Context: an optimization exercise on an open-source flow, tuned for small area. The choices shown serve that exercise and are no tape-out recipe. Only the layout flow was run in this run; the RTL was not checked for function there. The clock cells of this run come from the design's own scripts or RTL, not from TritonCTS. The clock port is modelled as an ideal driver, which makes a skipped or thinned clock tree look cheaper than it is; a real chip needs a root buffer or a tree. Power is estimated from default activity; no workload was simulated.

<file path="flow/standard.sh">
#!/bin/bash
# synth_recipe.tcl (not shown) runs the flow's synth.tcl, then flattens the netlist and writes it again
# the make line also repeats each setting of config.mk as NAME=value (left out here)
make -C /OpenROAD-flow-scripts/flow DESIGN_CONFIG=/design/flow/config.mk WORK_HOME=/design/flow/orfs CLKGATE_MAP_FILE= SYNTH_SCRIPT=/design/flow/synth_recipe.tcl "${@:-finish}"
</file>
<file path="flow/flow/hafix.tcl">
# Half adders whose SUM drives nothing compute only COUT = A & B: replace each
# with an and2 cell (same inputs, same output net).
proc fix_dangling_ha {} {
  set db [ord::get_db]
  set block [ord::get_db_block]
  set and2 [$db findMaster sky130_fd_sc_hd__and2_0]
  set n 0
  foreach inst [$block getInsts] {
    set m [$inst getMaster]
    if {![string match "sky130_fd_sc_hd__ha_*" [$m getName]]} continue
    set sum [$inst findITerm SUM]
    set snet [$sum getNet]
    set used 0
    if {$snet ne "NULL"} {
      foreach it [$snet getITerms] { if {$it ne $sum} { set used 1 } }
      if {[llength [$snet getBTerms]] > 0} { set used 1 }
    }
    if {$used} continue
    set a [[$inst findITerm A] getNet]
    set b [[$inst findITerm B] getNet]
    set co [[$inst findITerm COUT] getNet]
    set loc [$inst getLocation]
    set name [$inst getName]
    odb::dbInst_destroy $inst
    if {$snet ne "NULL"} { odb::dbNet_destroy $snet }
    set ni [odb::dbInst_create $block $and2 "${name}_and"]
    $ni setLocation [lindex $loc 0] [lindex $loc 1]
    $ni setPlacementStatus PLACED
    [$ni findITerm A] connect $a
    [$ni findITerm B] connect $b
    [$ni findITerm X] connect $co
    incr n
  }
  puts "replaced $n half adders with and2"
}
</file>
<file path="flow/design.v">
module sound_main(
	input  wire       clock,
	input  wire       reset,
	input  wire       mode_8chans,
	input  wire       mode_pan4ch,
	input  wire       mode_inv7b,
	input  wire       in_wrtoggle,
	input  wire       in_datnvol,
	input  wire [2:0] in_wraddr,
	input  wire [7:0] in_data,
	output wire       dac_clock,
	output wire       dac_leftright,
	output wire       dac_data
);
	reg [2:0] fifth;
	reg [6:0] sync;
	wire f4 = fifth[2];
	always @(posedge clock)
	if( reset )
		fifth <= 3'd0;
	else if( f4 )
		fifth <= 3'd0;
	else
		fifth <= fifth + 3'd1;
	always @(posedge clock)
	if( reset )
		sync <= 7'd0;
	else if( f4 )
		sync <= sync + 7'd1;
	assign dac_clock     = sync[0];
	assign dac_leftright = sync[6];
	wire [5:0] s   = sync[5:0];
	wire       lrp = ~sync[6];
	wire [1:0] c   = s[3:2];  
	wire [2:0] psi = {s[2]^s[0], s[1], s[0]} + fifth;
	wire ev_vol = (s[5:4]==2'd0) & (
	              (s[3:0]==4'd0  & fifth==3'd1) |
	              (s[3:0]==4'd4  & fifth==3'd4) |
	              (s[3:0]==4'd9  & fifth==3'd2) |
	              (s[3:0]==4'd14 & fifth==3'd0) );
	reg ev_vol_d, ev_dat, ev_first;
	always @(posedge clock)
	begin
		ev_vol_d <= ev_vol;
		ev_dat   <= ev_vol_d;
		ev_first <= ev_dat;
	end
	wire active = (s < 6'd18);           
	wire clr0   = (s[5:2] == 4'd0);      
	wire load_int = f4 & (&s);
	reg        p1;
	reg        pend;
	reg [47:0] rv;  
	reg [63:0] rd;  
	wire       wreq = in_wrtoggle ^ p1;
	wire       at7  = ((in_wraddr ^ psi) == 3'd7);  
	wire       land = (wreq | pend) & at7;
	always @(posedge clock)
	begin
		p1   <= in_wrtoggle;
		pend <= (wreq | pend) & ~at7;
	end
	wire [5:0] ins_v = (land & ~in_datnvol) ? in_data[5:0] : rv[47:42];
	wire [7:0] ins_d = (land &  in_datnvol) ? in_data      : rd[63:56];
	always @(posedge clock)
	begin
		rv <= { rv[41:0], ins_v };
		rd <= { rd[55:0], ins_d };
	end
	wire       hv = c[1] & (mode_8chans | mode_pan4ch);
	wire [1:0] qv = {hv, 1'b0} + {1'b0, lrp} - {1'b0, c[1]};
	wire [1:0] qd = mode_8chans ? ( {1'b0, c[1]} + {1'b0, lrp} + 2'd1 ) :
	                mode_pan4ch ? 2'd1 :
	                              ( {1'b0, lrp} - {1'b0, c[1]} + 2'd1 );
	reg [5:0] vol_rd;
	reg [7:0] dat_rd;
	always @*
	begin
		case( qv )
		2'd0: vol_rd = rv[11:6];
		2'd1: vol_rd = rv[23:18];
		2'd2: vol_rd = rv[35:30];
		default: vol_rd = rv[47:42];
		endcase
		case( qd )
		2'd0: dat_rd = rd[15:8];
		2'd1: dat_rd = rd[31:24];
		2'd2: dat_rd = rd[47:40];
		default: dat_rd = rd[63:56];
		endcase
	end
	wire [2:0] av = { hv, lrp, c[0] };
	wire [2:0] ad = mode_8chans ? { c[1], lrp, c[0] } :
	                mode_pan4ch ? { 1'b0, c[1], c[0] } :
	                              { 1'b0, lrp, c[0] };
	wire fwd_v = pend & ~in_datnvol & (in_wraddr == av);
	wire fwd_d = pend &  in_datnvol & (in_wraddr == ad);
	reg  [5:0] vol;
	reg  [7:0] sh;
	reg  [6:0] sr;
	reg [22:0] ring;
	reg [15:0] word;
	always @(posedge clock)
	if( ev_vol )
		vol <= fwd_v ? in_data[5:0] : vol_rd;
	wire       od  = ring[0] & ~clr0;
	wire [5:0] add = sh[0] ? vol : 6'd0;
	wire [6:0] su  = sr[6:1] + add + {6'd0, od};
	wire sgn = sh[7] ^ (ev_first & ~mode_inv7b);
	always @(posedge clock)
	begin
		sr <= ev_dat ? 7'd0 : su;
		if( ev_dat )
			sh <= fwd_d ? in_data : dat_rd;
		else
			sh <= { sgn, sgn, sh[6:1] };
	end
	always @(posedge clock)
		ring <= { (active ? su[0] : ring[0]), ring[22:1] };
	integer m;
	always @(posedge clock)
	if( load_int )
		for( m=0; m<16; m=m+1 )
			word[m] <= ring[7 + ((16-m)%16)];
	wire [4:0] j = sync[5:1];
	assign dac_data = ( (j != 5'd0) && (j <= 5'd16) ) ? word[j[3:0]] : 1'b0;
endmodule
</file>
<file path="flow/flow/downsize.tcl">
proc area {} { set a 0; foreach i [[ord::get_db_block] getInsts] { set m [$i getMaster]; if {[string match "*tap*" [$m getName]] || [string match "*fill*" [$m getName]]} continue; set a [expr $a + [$m getWidth]*[$m getHeight]/1e6] }; return $a }
# smallest-area master of each cell family (name without the _N drive suffix)
proc downsize_all {} {
  set db [ord::get_db]
  set fam [dict create]
  foreach lib [$db getLibs] {
    foreach m [$lib getMasters] {
      set n [$m getName]
      if {![regexp {^(sky130_fd_sc_hd__[a-z0-9]+)_([0-9]+)$} $n -> base drv]} continue
      set a [expr {[$m getWidth]*[$m getHeight]}]
      if {![dict exists $fam $base] || $a < [lindex [dict get $fam $base] 1]} { dict set fam $base [list $n $a] }
    }
  }
  set dont [list]
  catch { set dont $::env(DONT_USE_CELLS) }
  set count 0
  foreach inst [[ord::get_db_block] getInsts] {
    set m [$inst getMaster]; set n [$m getName]
    if {[$m isSequential] || [string match "*clkbuf*" $n] || [string match "*clkinv*" $n] || [string match "*tap*" $n] || [string match "*fill*" $n] || [string match "*decap*" $n]} continue
    if {![regexp {^(sky130_fd_sc_hd__[a-z0-9]+)_([0-9]+)$} $n -> base drv]} continue
    if {![dict exists $fam $base]} continue
    set best [lindex [dict get $fam $base] 0]
    if {$best ne $n} {
      replace_cell [$inst getName] $best
      incr count
    }
  }
  puts "downsized $count instances"
}
</file>
<file path="flow/flow/mycts.tcl">
# Manual clock tree: the clock port drives one root clock buffer (root_name),
# which drives nleaf leaf clock buffers (master_name), each driving the
# registers of one cluster. Clusters: k-means on register positions with at
# most ceil(registers/nleaf)+1 registers each. Without root_name the clock port
# drives the leaves directly. small_name, if given, replaces master_name for
# clusters of at most small_max registers.
proc mycts_build { nleaf master_name {root_name ""} {small_name ""} {small_max 0} } {
  set block [ord::get_db_block]
  set db [ord::get_db]
  set master [$db findMaster $master_name]
  set clknet [$block findNet clock]
  set sinks {}
  foreach it [$clknet getITerms] {
    set inst [$it getInst]
    set bb [$inst getBBox]
    set x [expr {([$bb xMin] + [$bb xMax]) / 2.0}]
    set y [expr {([$bb yMin] + [$bb yMax]) / 2.0}]
    lappend sinks [list $it $x $y]
  }
  set n [llength $sinks]
  # k-means, initial centres spread along the sorted x+y order
  set sorted [lsort -real -index 1 $sinks]
  set cx {}; set cy {}
  for {set k 0} {$k < $nleaf} {incr k} {
    set s [lindex $sorted [expr {int(($k + 0.5) * $n / $nleaf)}]]
    lappend cx [lindex $s 1]; lappend cy [lindex $s 2]
  }
  # grid-ish init: split by x then y for nleaf=4
  if {$nleaf == 4} {
    set xs [lsort -real [lmap s $sinks {lindex $s 1}]]
    set ys [lsort -real [lmap s $sinks {lindex $s 2}]]
    set x1 [lindex $xs [expr {$n/4}]]; set x3 [lindex $xs [expr {3*$n/4}]]
    set y1 [lindex $ys [expr {$n/4}]]; set y3 [lindex $ys [expr {3*$n/4}]]
    set cx [list $x1 $x3 $x1 $x3]; set cy [list $y1 $y1 $y3 $y3]
  }
  # k-means with a cap on the cluster size (greedy nearest-first assignment)
  set cap [expr {int(ceil(double($n) / $nleaf)) + 1}]
  for {set iter 0} {$iter < 30} {incr iter} {
    set pairs {}
    set idx 0
    foreach s $sinks {
      for {set k 0} {$k < $nleaf} {incr k} {
        set d [expr {abs([lindex $s 1]-[lindex $cx $k]) + abs([lindex $s 2]-[lindex $cy $k])}]
        lappend pairs [list $d $idx $k]
      }
      incr idx
    }
    set pairs [lsort -real -index 0 $pairs]
    set assign [lrepeat $n -1]
    set size [lrepeat $nleaf 0]
    foreach p $pairs {
      lassign $p d i k
      if {[lindex $assign $i] >= 0} continue
      if {[lindex $size $k] >= $cap} continue
      lset assign $i $k
      lset size $k [expr {[lindex $size $k] + 1}]
    }
    set ncx {}; set ncy {}
    for {set k 0} {$k < $nleaf} {incr k} {
      set sx 0; set sy 0; set c 0
      foreach s $sinks a $assign { if {$a == $k} { set sx [expr {$sx + [lindex $s 1]}]; set sy [expr {$sy + [lindex $s 2]}]; incr c } }
      if {$c > 0} { lappend ncx [expr {$sx/$c}]; lappend ncy [expr {$sy/$c}] } else { lappend ncx [lindex $cx $k]; lappend ncy [lindex $cy $k] }
    }
    set cx $ncx; set cy $ncy
  }
  set drv $clknet
  if {$root_name ne ""} {
    set rm [$db findMaster $root_name]
    set rinst [odb::dbInst_create $block $rm "mycts_root"]
    set sx 0; set sy 0
    for {set k 0} {$k < $nleaf} {incr k} { set sx [expr {$sx + [lindex $cx $k]}]; set sy [expr {$sy + [lindex $cy $k]}] }
    $rinst setLocation [expr {int($sx/$nleaf - [$rm getWidth]/2)}] [expr {int($sy/$nleaf - [$rm getHeight]/2)}]
    $rinst setPlacementStatus PLACED
    set drv [odb::dbNet_create $block "clknet_mycts_root"]
    $drv setSigType CLOCK
    [$rinst findITerm A] connect $clknet
    [$rinst findITerm X] connect $drv
  }
  for {set k 0} {$k < $nleaf} {incr k} {
    set cnt 0
    foreach a $assign { if {$a == $k} { incr cnt } }
    set master [$db findMaster $master_name]
    if {$small_name ne "" && $cnt <= $small_max} { set master [$db findMaster $small_name] }
    set inst [odb::dbInst_create $block $master "mycts_leaf_$k"]
    set w [$master getWidth]; set h [$master getHeight]
    $inst setLocation [expr {int([lindex $cx $k] - $w/2)}] [expr {int([lindex $cy $k] - $h/2)}]
    $inst setPlacementStatus PLACED
    set net [odb::dbNet_create $block "clknet_mycts_$k"]
    $net setSigType CLOCK
    [$inst findITerm A] connect $drv
    [$inst findITerm X] connect $net
    set c 0
    foreach s $sinks a $assign {
      if {$a == $k} { set it [lindex $s 0]; $it disconnect; $it connect $net; incr c }
    }
    puts "MYCTS leaf $k at [lindex $cx $k] [lindex $cy $k]: $c sinks"
  }
  $clknet setSigType CLOCK
}
</file>
<file path="flow/flow/filter_lib.py">
#!/usr/bin/env python3
"""Copy a liberty file without the cells whose names match the given patterns
(the platform's don't-use cells), for restructure's ABC run."""
import fnmatch, re, sys

src, dst, *patterns = sys.argv[1:]
text = open(src).read()
out = []
pos = 0
cell_re = re.compile(r'\n(\s*)cell\s*\(\s*"?([A-Za-z0-9_]+)"?\s*\)\s*\{')
removed = 0
while True:
    m = cell_re.search(text, pos)
    if not m:
        out.append(text[pos:])
        break
    name = m.group(2)
    # find the matching closing brace of this cell group
    depth = 0
    i = m.end() - 1
    while True:
        ch = text[i]
        if ch == '{':
            depth += 1
        elif ch == '}':
            depth -= 1
            if depth == 0:
                break
        i += 1
    end = i + 1
    if any(fnmatch.fnmatch(name, p) for p in patterns):
        out.append(text[pos:m.start()])
        removed += 1
    else:
        out.append(text[pos:end])
    pos = end
open(dst, 'w').write(''.join(out))
print(f"removed {removed} cells")
</file>
<file path="flow/config.mk">
export PLATFORM = sky130hd
export DESIGN_NAME = sound_main
export DESIGN_NICKNAME = sound_main
export VERILOG_FILES = /design/flow/design.v
export SDC_FILE = /design/flow/constraint.sdc
export NUM_CORES = 4
export LEC_CHECK = 0
export CAP_MARGIN = 20
export CORE_MARGIN = 2
export CORE_UTILIZATION = 80
export SLEW_MARGIN = 20
</file>
<file path="flow/constraint.sdc">
create_clock -name core_clock -period 5.0 [get_ports {clock}]
set_input_delay 1.0000 -clock core_clock [delete_from_list [all_inputs] [get_ports {clock}]]
set_output_delay 1.0000 -clock core_clock [all_outputs]
set_load 0.01 [all_outputs]
</file>
<file path="flow/flow/run.sh">
#!/bin/bash
# Standard ORFS layout (standard.sh) with four changes:
#  - after the floorplan, the combinational logic is re-mapped for area
#    (flow/resynth.tcl); the registers are the standard synthesis's
#  - port buffers use the smallest buffer cell, buf_1
#  - after placement, combinational cells go back to their smallest size
#    where that keeps slew and capacitance within limits (flow/downsize.tcl)
#  - the clock tree is built by flow/cts.tcl instead of TritonCTS: the clock
#    port drives one root clock buffer, which drives one leaf clock buffer per
#    k-means cluster of registers (clusters of at most
#    ceil(registers/leaves)+1). The configurations below are tried from the
#    smallest up; the first whose worst register clock-pin slew (placement
#    estimate) is at most 112 ps is kept (routing adds up to ~10 ps).
# Synthesis, floorplan, placement, routing and finishing are standard.sh's.
set -euo pipefail
export BUFFER_PORTS_ARGS="-buffer_cell sky130_fd_sc_hd__buf_1"
bash standard.sh floorplan > flow_floorplan.log 2>&1
openroad -no_init -exit flow/resynth.tcl > flow_resynth.log 2>&1
bash standard.sh place > flow_place.log 2>&1
ok=0
n=0
for cfg in \
  "9 sky130_fd_sc_hd__clkbuf_8 sky130_fd_sc_hd__clkbuf_4 none 0" \
  "10 sky130_fd_sc_hd__clkbuf_8 sky130_fd_sc_hd__clkbuf_4 none 0" \
  "11 sky130_fd_sc_hd__clkbuf_8 sky130_fd_sc_hd__clkbuf_4 none 0" \
  "12 sky130_fd_sc_hd__clkbuf_8 sky130_fd_sc_hd__clkbuf_8 none 0" \
  "14 sky130_fd_sc_hd__clkbuf_8 sky130_fd_sc_hd__clkbuf_16 none 0" \
  "16 sky130_fd_sc_hd__clkbuf_8 sky130_fd_sc_hd__clkbuf_16 none 0" \
  "20 sky130_fd_sc_hd__clkbuf_8 sky130_fd_sc_hd__clkbuf_16 none 0"; do
  n=$((n+1))
  if MYCTS_CFG="$cfg" MYCTS_MAX_SLEW=0.112 openroad -no_init -exit flow/cts.tcl > flow_cts_$n.log 2>&1; then
    ok=1
    break
  fi
done
if [ $ok = 0 ]; then
  # fall back to the standard clock tree
  export CTS_ARGS="-sink_clustering_enable -repair_clock_nets -dont_use_dummy_load -buf_list sky130_fd_sc_hd__clkbuf_8"
fi
bash standard.sh finish > flow_finish.log 2>&1
</file>
<file path="flow/flow/cts.tcl">
# Downsizing and clock tree for the placed design (clock tree configuration in
# MYCTS_CFG: leaves, leaf buffer, root buffer, small-leaf buffer or none,
# largest cluster given the small buffer). Writes the CTS step's results only when the worst register
# clock-pin slew is at most MYCTS_MAX_SLEW (ns); exits with 3 otherwise.
set R orfs/results/sky130hd/sound_main/base
read_liberty $::env(FLOW_HOME)/platforms/sky130hd/lib/sky130_fd_sc_hd__tt_025C_1v80.lib
read_db $R/3_place.odb
read_sdc $R/3_place.sdc
source $::env(FLOW_HOME)/platforms/sky130hd/setRC.tcl
source flow/mycts.tcl
source flow/downsize.tcl

# Area recovery: each combinational cell that synthesis or placement sized up
# goes back to its family's smallest cell; repair_design then fixes any slew
# or capacitance violation this makes.
estimate_parasitics -placement
puts "cell area before downsizing: [area]"
downsize_all
estimate_parasitics -placement
repair_design -slew_margin 20 -cap_margin 20
puts "cell area after downsizing: [area]"
lassign $::env(MYCTS_CFG) nleaf leaf root small smax
if {$small eq "none"} { set small "" }
mycts_build $nleaf $leaf $root $small $smax
set_propagated_clock [all_clocks]
estimate_parasitics -placement
detailed_placement
check_placement -verbose
estimate_parasitics -placement
report_clock_skew
report_worst_slack -min
report_worst_slack -max
set worst 0
foreach pin [get_pins -hierarchical */CLK] { set s [get_property $pin slew_max]; if {$s > $worst} {set worst $s} }
puts "worst register clock pin slew: $worst"
if {$worst > $::env(MYCTS_MAX_SLEW)} {
  puts "slew above the limit: configuration refused"
  exit 3
}
write_db $R/4_1_cts.odb
write_sdc -no_timestamp $R/4_cts.sdc
</file>
<file path="flow/flow/resynth.tcl">
# Area recovery on the floorplanned netlist, before placement:
#  - half adders whose SUM output drives nothing become and2 cells
#  - OpenROAD's restructure re-maps the combinational logic between the
#    registers with ABC for area (registers, ports and nets to them unchanged)
set R orfs/results/sky130hd/sound_main/base
set LIB $::env(FLOW_HOME)/platforms/sky130hd/lib/sky130_fd_sc_hd__tt_025C_1v80.lib
read_liberty $LIB
read_db $R/2_floorplan.odb
read_sdc $R/2_floorplan.sdc
source $::env(FLOW_HOME)/platforms/sky130hd/setRC.tcl
source flow/downsize.tcl
source flow/hafix.tcl
puts "cell area from synthesis: [area]"
fix_dangling_ha
# ABC maps with a copy of the library without the platform's don't-use cells
file mkdir resynth_work
exec python3 flow/filter_lib.py $LIB resynth_work/abc.lib \
  sky130_fd_sc_hd__probe_p_8 sky130_fd_sc_hd__probec_p_8 sky130_fd_sc_hd__lpflow_*
set_dont_use [get_lib_cells {sky130_fd_sc_hd__probe_p_8 sky130_fd_sc_hd__probec_p_8 sky130_fd_sc_hd__lpflow_*}]
restructure -liberty_file resynth_work/abc.lib -target area \
  -tielo_port sky130_fd_sc_hd__conb_1/LO -tiehi_port sky130_fd_sc_hd__conb_1/HI \
  -work_dir resynth_work -abc_logfile resynth_work/abc.log
puts "cell area after restructure: [area]"
write_db $R/2_floorplan.odb
</file>
==> key figures <==
Outcome
  – Status: no timing/DRC/antenna violations

Setup path
  – Reg-to-Reg End: vol[3]$_DFFE_PP_
  – Reg2reg start: sync[3]$_SDFFE_PP0P_
  – CP Cell Sequence: clkinv_1 > a22oi_1 > o22a_1 > o221ai_1 > a31o_1 > buf_1
  – Slowest stage cell on the critical path: dfxtp_1
  – CP top delay family: compound AO/OA/AOI/OAI gates
  – Worst R2R Setup Slack: 1.36 ns
  – Critical Path Start Type: register
  – Setup crit start: sync[3]$_SDFFE_PP0P_
  – Slowest stage delay, CP: 0.80 ns
  – Critical path arrival: 2.97 ns
  – Reg2reg path depth: 7
  – Critical Path RT: 4.00 ns
  – CP bufs+invs: 2
  – Worst Path Max Fanout: 20
  – Setup CP Type: reg -> out
  – Critical Path Sink Type: primary output

CTS
  – CTS clk-pin slew, worst paths: 0.09 ns
  – Clock latency (worst-skew pair): 0.53 ns

Global route
  – Number of global-route vias before repair: between 3000 and 4000
  – Initial antenna violation count: 0
  – Overall global routing resource usage: 0.274
  – First-pass GRT wire length: 16700 um
  – GRT overflow: 0
  – Maximum number of pins on one net before global-route repair: 21

STA
  – Ratio of final minimum period to clock period: 0.795
  – Fin crit period: 3.97 ns
  – Final Max Tran Viols: 0
  – RSZ-0062 raised after global routing: false
  – Post-route clock skew: ~0.033 ns
  – Worst-Margin Slew: 0.954 ns
  – Final Hold Viols: 0
  – Final setup violating endpoints: 0
  – Rel. slew slack: 0.359
  – Fmax achieved: 252 MHz
  – Fin Setup TNS: 0 ns

Power
  – Net Sw Power: between 600 and 700 uW
  – Max VDD drop: 0.458 mV
  – Power share of the clock group: 0.223
  – Leak pwr: 2.03 nW
  – Reg power frac: 0.709
  – Int Pwr: between 2 and 2.5 mW
  – Gate power share: 0.068
  – Sw Share: 0.231
  – Power Density: between 400 and 500 mW/mm^2

Logic synthesis
  – YS warnings: 1
  – Mapped Cells: 390
  – Sequential area share after synthesis: 0.683
  – Number of synthesized register bits: 186
  – Post-synthesis cell area: 0.00577 sq mm
  – Syn avg cell area: 14.8 sq um
  – Synth cell types: 44
  – Syn nets: about 430

Cells and area
  – Antenna cell count: 0
  – Finished Cell Area: 0.00576 sq mm
  – Share of layout cells above drive strength 1: 0.0280
  – Area grow syn2layout: -0.130%
  – Most common cell after layout, fill and taps aside: dfxtp_1
  – Final net count: 484
  – Leading cell types in the layout, fill and taps excluded: dfxtp_1 (164), clkinv_1 (40), o22ai_1 (32)

Detailed routing
  – Antenna Nets Post-Route: 0
  – WL/cell: about 19 um
  – WL final: 10600 um
  – Total number of vias: 3424
  – Residual DRC: 0
  – Vias per cell: 6.11
  – TritonRoute pass-1 iters: 5
  – DRT iter0 DRCs: 186

Die
  – Starting Density: 0.840
  – Die area: 0.00791 sq mm
  – Rows: 30
  – Die W: 88.9 um
  – Ports: 21
  – Core area: 0.00687 sq mm
  – Die Y: just under 90 um

Placed design
  – Final Wtd Congestion: ~0.86
  – I/O Buffers: 20
  – Detailed placer's ending HPWL: about 7300 um
  – Area post-placement: 0.00562 sq mm

Min path
  – Hold Path End: rv[21]$_DFF_P_
  – Hold crit path type: reg -> reg
  – Worst hold path startpoint: rv[15]$_DFF_P_
  – WHS Path Cells: 0

Run
  – Maxcap violations: 0
metal layers:
layer  global-route usage  part of all wire
met1                0.381              0.45
met2                0.457              0.47
met3               0.0397             0.052
met4               0.0773             0.025
met5                    0                 0
cells in the mapped netlist (all sizes together):
cell    number  area, sq um
nand3        1         5.00
and3b        1         8.76
ha          17          213
xnor2       11         96.3
mux2        20          248
nand3b       1         7.51
fa           3         60.1
a21oi        4         20.0
nor2        18         67.6
clkbuf       6         22.5
or4          2         15.0
and4         1         8.76
xor2         7         68.8
dfxtp      164         3280
or3          1         6.26
o31a         1         8.76
and2         4         25.0
buf          6         28.8
nor3         8         45.0
nand2       11         41.3
nand4        3         18.8
a31oi        2         12.5
xnor3        1         22.5
mux4        18          405
o32ai        1         8.76
nor2b       12         75.1
a32oi        1         8.76
nor3b        2         15.0
a221o        8         80.1
mux2i        4         40.0
and3         2         12.5
edfxtp      22          661
inv         16         60.1
o41ai        1         8.76
a21boi       1         7.51
o21ai        7         42.5
nand2b       2         12.5
cell type report:
cell class              count  area, sq um
inverters                  40          150
repair buffers             24         90.1
plain buffers              12          159
multi-input cells         202         1300
well taps                  96          120
flip-flops and latches    186         3940
fillers                   380         1110
worst max path at each step:
stage	endpoint	depth (start not counted)
final	dac_data	6
after global routing	dac_data	6
after detailed placement	sh[4]$_DFF_P_	10
after global placement	sh[0]$_DFF_P_	10
after floorplan	vol[0]$_DFFE_PP_	4
sequential cells by signal, summed over array words and instances (netlist names), 3 cells and up:
name   count
word      16
sh         8
sync       7
rv        48
ring      23
sr         6
rd        64
vol        6
fifth      3
kinds of logic (layout without fill, tap and decap cells):
logic type / count (synthesis) / after routing / synth area share
xor+xnor: 19 / 2 / 0.0325
buf+inv: 28 / 76 / 0.0193
compound gates: 26 / 143 / 0.0343
simple gates: 69 / 57 / 0.0631
fa+ha+maj: 20 / 0 / 0.0473
flops: 186 / 186 / 0.683
mux: 42 / 0 / 0.120
per-stage QoR:
| stage | total power, mW | worst slack, ns | hold slack, ns | instances | utilization |
|---|---|---|---|---|---|
| final | 2.70 | 1.03 | 0.335 | 560 | 0.839 |
| after global placement | 2.09 | 1.40 | 0.311 | 548 | 0.818 |
| after global routing | 2.80 | 0.850 | 0.341 | 560 | 0.839 |
| after floorplan | 2.11 | 2.36 | 0.310 | 390 | - |
| after detailed placement | 2.12 | 1.09 | 0.313 | 548 | 0.818 |
power groups by stage:
stage / combinational [mW] / clock (mW) / sequential (mW)
finish: 0.184 / 0.601 / 1.92
global route: 0.204 / 0.656 / 1.94
detailed placement: 0.180 / 0 / 1.94
global placement: 0.168 / 0 / 1.92
floorplan: 0.203 / 0 / 1.91

[what the ideal ports hide]
No port has a modelled driver above. Below, the same layout with a new extraction and two added sets of constraints. Step 1, drivers: a clkbuf_16 drives clock and a buf_2 each remaining input, both assumed. Step 2 moves the port delays by t, midway between the first and last clock arrival at a register: inputs arrive t later, outputs are due t later. That takes back most of the time a late clock gives input paths. Three values: no drivers, after step 1, after step 2; two values: the first two.
t (ns): 0.542
setup WS [ns]: 1.027 / 1.000 / 1.360
latest minus earliest clock arrival (ns): 0.033 / 0.033
pins driven straight from the clock port: 1
After both steps setup and hold are still met in this run. For this run, drivers alone change the setup slack by -0.027 ns; drivers and shift together by +0.333 ns.
